Background: an optimization exercise with open tools, aiming at a short achievable clock period and few clock cycles per item. Do not read the settings as production practice.
Function was checked by simulation only, so behaviour that the tests miss may differ from the original.
No activity file was given, so power comes from the tool's default toggle rates.

## rv32_pipe_cpu
module rv32_pipe_cpu(
    input clk,
    input rst_n,
    output [31:0] imem_addr,
    input  [31:0] imem_rdata,
    output [31:0] dmem_addr,
    output [31:0] dmem_wdata,
    output        dmem_we,
    input  [31:0] dmem_rdata,
    output        debug_wb_have_inst,
    output [31:0] debug_wb_pc,
    output        debug_wb_ena,
    output [4:0]  debug_wb_reg,
    output [31:0] debug_wb_value
);
    localparam OP_R    = 7'b0110011;
    localparam OP_I    = 7'b0010011;
    localparam OP_LW   = 7'b0000011;
    localparam OP_SW   = 7'b0100011;
    localparam OP_BR   = 7'b1100011;
    localparam OP_JAL  = 7'b1101111;
    localparam OP_JALR = 7'b1100111;
    localparam OP_LUI  = 7'b0110111;
    reg  [31:0] pc;
    reg  [11:2] pc_tag;              
    reg         id_valid;
    reg  [31:0] id_pc;
    reg  [31:0] id_inst;
    reg  [31:0] id_rv1;              
    reg  [31:0] id_rv2;
    reg         id_fe1, id_fe2;      
    reg         id_fw1, id_fw2;      
  ...
Size: ~1900 flip-flops, about 230 I/O pins, roughly 100000 um^2 of cells after synthesis.
clock: 10.0 ns
lec_check: 0
abc_clock_period_in_ps: 2500
cap_margin: 20
core_margin: 2
core_utilization: 45
cts_cluster_diameter: 80
cts_cluster_size: 20
gpl_timing_driven: 1
slew_margin: 20
standard.sh (not shown) runs the stock make flow with config.mk's settings and CLKGATE_MAP_FILE= SYNTH_SCRIPT=/design/flow/synth_recipe.tcl, a recipe that flattens the netlist after the stock synthesis.
==> flow/flow/run.sh <==
#!/bin/bash
# The standard layout (standard.sh) with the settings in env.sh:
# environment variables, and make variables in MAKE_ARGS.
set -euo pipefail
MAKE_ARGS=()
source flow/env.sh
bash standard.sh "${MAKE_ARGS[@]}" finish > standard.log 2>&1
==> flow/flow/env.sh <==
export SETUP_SLACK_MARGIN=7
# Port buffers: a strong buffer instead of the smallest one.
export BUFFER_PORTS_ARGS="-buffer_cell sky130_fd_sc_hd__buf_8"
# Leave adders to ABC (no fixed full/half-adder cells in the carry paths).
export ADDER_MAP_FILE=
# Make variables: the platform's don't-use cells plus slow cells ABC tends to
# chain (high-stack OR/NOR and complex AOI/OAI, majority, adder, 3-input XOR).
MAKE_ARGS=("DONT_USE_CELLS= sky130_fd_sc_hd__probe_p_8 sky130_fd_sc_hd__probec_p_8 sky130_fd_sc_hd__lpflow_bleeder_1 sky130_fd_sc_hd__lpflow_clkbufkapwr_1 sky130_fd_sc_hd__lpflow_clkbufkapwr_16 sky130_fd_sc_hd__lpflow_clkbufkapwr_2 sky130_fd_sc_hd__lpflow_clkbufkapwr_4 sky130_fd_sc_hd__lpflow_clkbufkapwr_8 sky130_fd_sc_hd__lpflow_clkinvkapwr_1 sky130_fd_sc_hd__lpflow_clkinvkapwr_16 sky130_fd_sc_hd__lpflow_clkinvkapwr_2 sky130_fd_sc_hd__lpflow_clkinvkapwr_4 sky130_fd_sc_hd__lpflow_clkinvkapwr_8 sky130_fd_sc_hd__lpflow_decapkapwr_12 sky130_fd_sc_hd__lpflow_decapkapwr_3 sky130_fd_sc_hd__lpflow_decapkapwr_4 sky130_fd_sc_hd__lpflow_decapkapwr_6 sky130_fd_sc_hd__lpflow_decapkapwr_8 sky130_fd_sc_hd__lpflow_inputiso0n_1 sky130_fd_sc_hd__lpflow_inputiso0p_1 sky130_fd_sc_hd__lpflow_inputiso1n_1 sky130_fd_sc_hd__lpflow_inputiso1p_1 sky130_fd_sc_hd__lpflow_inputisolatch_1 sky130_fd_sc_hd__lpflow_isobufsrc_1 sky130_fd_sc_hd__lpflow_isobufsrc_16 sky130_fd_sc_hd__lpflow_isobufsrc_2 sky130_fd_sc_hd__lpflow_isobufsrc_4 sky130_fd_sc_hd__lpflow_isobufsrc_8 sky130_fd_sc_hd__lpflow_isobufsrckapwr_16 sky130_fd_sc_hd__lpflow_lsbuf_lh_hl_isowell_tap_1 sky130_fd_sc_hd__lpflow_lsbuf_lh_hl_isowell_tap_2 sky130_fd_sc_hd__lpflow_lsbuf_lh_hl_isowell_tap_4 sky130_fd_sc_hd__lpflow_lsbuf_lh_isowell_4 sky130_fd_sc_hd__lpflow_lsbuf_lh_isowell_tap_1 sky130_fd_sc_hd__lpflow_lsbuf_lh_isowell_tap_2 sky130_fd_sc_hd__lpflow_lsbuf_lh_isowell_tap_4  sky130_fd_sc_hd__or3_* sky130_fd_sc_hd__or3b_* sky130_fd_sc_hd__or4_* sky130_fd_sc_hd__or4b_* sky130_fd_sc_hd__or4bb_* sky130_fd_sc_hd__nor3_* sky130_fd_sc_hd__nor3b_* sky130_fd_sc_hd__nor4_* sky130_fd_sc_hd__nor4b_* sky130_fd_sc_hd__nor4bb_* sky130_fd_sc_hd__o41a_* sky130_fd_sc_hd__o41ai_* sky130_fd_sc_hd__o311a_* sky130_fd_sc_hd__o311ai_* sky130_fd_sc_hd__a2111o_* sky130_fd_sc_hd__a2111oi_* sky130_fd_sc_hd__o32a_* sky130_fd_sc_hd__o32ai_* sky130_fd_sc_hd__maj3_* sky130_fd_sc_hd__fa_* sky130_fd_sc_hd__ha_* sky130_fd_sc_hd__xnor3_* sky130_fd_sc_hd__xor3_* sky130_fd_sc_hd__mux4_* sky130_fd_sc_hd__a211o_* sky130_fd_sc_hd__a211oi_* sky130_fd_sc_hd__o211a_* sky130_fd_sc_hd__o211ai_* sky130_fd_sc_hd__a311o_* sky130_fd_sc_hd__a311oi_* sky130_fd_sc_hd__o31a_* sky130_fd_sc_hd__o31ai_* sky130_fd_sc_hd__a31o_* sky130_fd_sc_hd__a31oi_* sky130_fd_sc_hd__a41o_* sky130_fd_sc_hd__a41oi_* sky130_fd_sc_hd__a32o_* sky130_fd_sc_hd__a32oi_* sky130_fd_sc_hd__o2111a_* sky130_fd_sc_hd__o2111ai_* sky130_fd_sc_hd__a222oi_*")
Testbench counts at the start, summed over its fixed seeds: cycles 27,131, instrs 26,430.
Next try:
--- a/flow/flow/env.sh
+++ b/flow/flow/env.sh
@@ -1,3 +1,3 @@
-export SETUP_SLACK_MARGIN=7
+export SETUP_SLACK_MARGIN=6.5
 # Port buffers: a strong buffer instead of the smallest one.
 export BUFFER_PORTS_ARGS="-buffer_cell sky130_fd_sc_hd__buf_8"
--- a/flow/config.mk
+++ b/flow/config.mk
@@ -9,5 +9,5 @@
 export CAP_MARGIN = 20
 export CORE_MARGIN = 2
-export CORE_UTILIZATION = 45
+export CORE_UTILIZATION = 55
 export CTS_CLUSTER_DIAMETER = 80
 export CTS_CLUSTER_SIZE = 20
Effect: The changed run completed with no timing, DRC or antenna violations; sequential cell count does not change; setup slack is better by 0.013 ns; wire length falls by roughly a tenth; combinational power goes down by a little under a tenth; design area fell by roughly a tenth; final cell count came out lower by a little under a tenth.

---

rv32_pipe_cpu, a different RTL version from the one above (not shown whole).
Size in the first run: ~9100 cells after synthesis, ~230 I/O pins.
## rv32_pipe_cpu
module rv32_pipe_cpu(
    input clk,
    input rst_n,
    output [31:0] imem_addr,
    input  [31:0] imem_rdata,
    output [31:0] dmem_addr,
    output [31:0] dmem_wdata,
    output        dmem_we,
    input  [31:0] dmem_rdata,
    output        debug_wb_have_inst,
    output [31:0] debug_wb_pc,
    output        debug_wb_ena,
    output [4:0]  debug_wb_reg,
    output [31:0] debug_wb_value
);
Settings: LEC_CHECK=0, ABC_CLOCK_PERIOD_IN_PS=2500, CAP_MARGIN=30, CORE_MARGIN=2, CORE_UTILIZATION=55, CTS_CLUSTER_DIAMETER=80, CTS_CLUSTER_SIZE=20, GPL_TIMING_DRIVEN=1, PLACE_DENSITY=0.75, SLEW_MARGIN=30; clock period 10.0 ns.
Scripts as last shown in full above: flow/flow/run.sh
Other scripts of this flow, unchanged in this note and not shown: flow/flow/env.sh
Testbench counts at the start, summed over its fixed seeds: cycles 29,016, instrs 26,430.
Edit:
PLACE_DENSITY = default   (was 0.75)
Effect: First-iteration DRC count went down by a little under a tenth; final area barely changes; fmax grows slightly; combinational power shrinks slightly.

## what the ideal ports hide
How much do the figures lean on ideal ports? The routed layouts below were timed once more, with nothing changed but the port constraints.
Step 1: set_driving_cell puts a clkbuf_16 on clk and a buf_2 on each other input, an assumption about the parent block.
Step 2 times the ports against the registers' clock, not the clock port: input delays grow and output delays shrink by t, the midpoint of the rising clock arrivals with the driver on.
Slacks: ideal / step 1 / step 2; pairs: ideal / step 1.
| run | shift t [ns] | setup slack, ns | worst setup path at the end | worst register clock-pin slew, ns | worst data-port slew with drivers (ns) |
|---|---|---|---|---|---|
| the first run of note 1 | 0.933 | 6.156 / 6.156 / 5.407 | input to register | 0.10 / 0.10 | 0.24 |
| the second run of note 1 | 0.955 | 6.168 / 6.169 / 5.399 | input to register | 0.10 / 0.10 | 0.11 |
| the first run of note 2 | 0.925 | 6.596 / 6.549 / 5.930 | input to register | 0.10 / 0.10 | 0.26 |
| the second run of note 2 | 0.933 | 6.608 / 6.522 / 6.222 | input to register | 0.10 / 0.10 | 0.25 |
After both steps setup and hold are still met in every run listed. For the second run of note 1, which loses most, drivers alone change the setup slack by +0.001 ns; drivers and shift together by -0.769 ns.
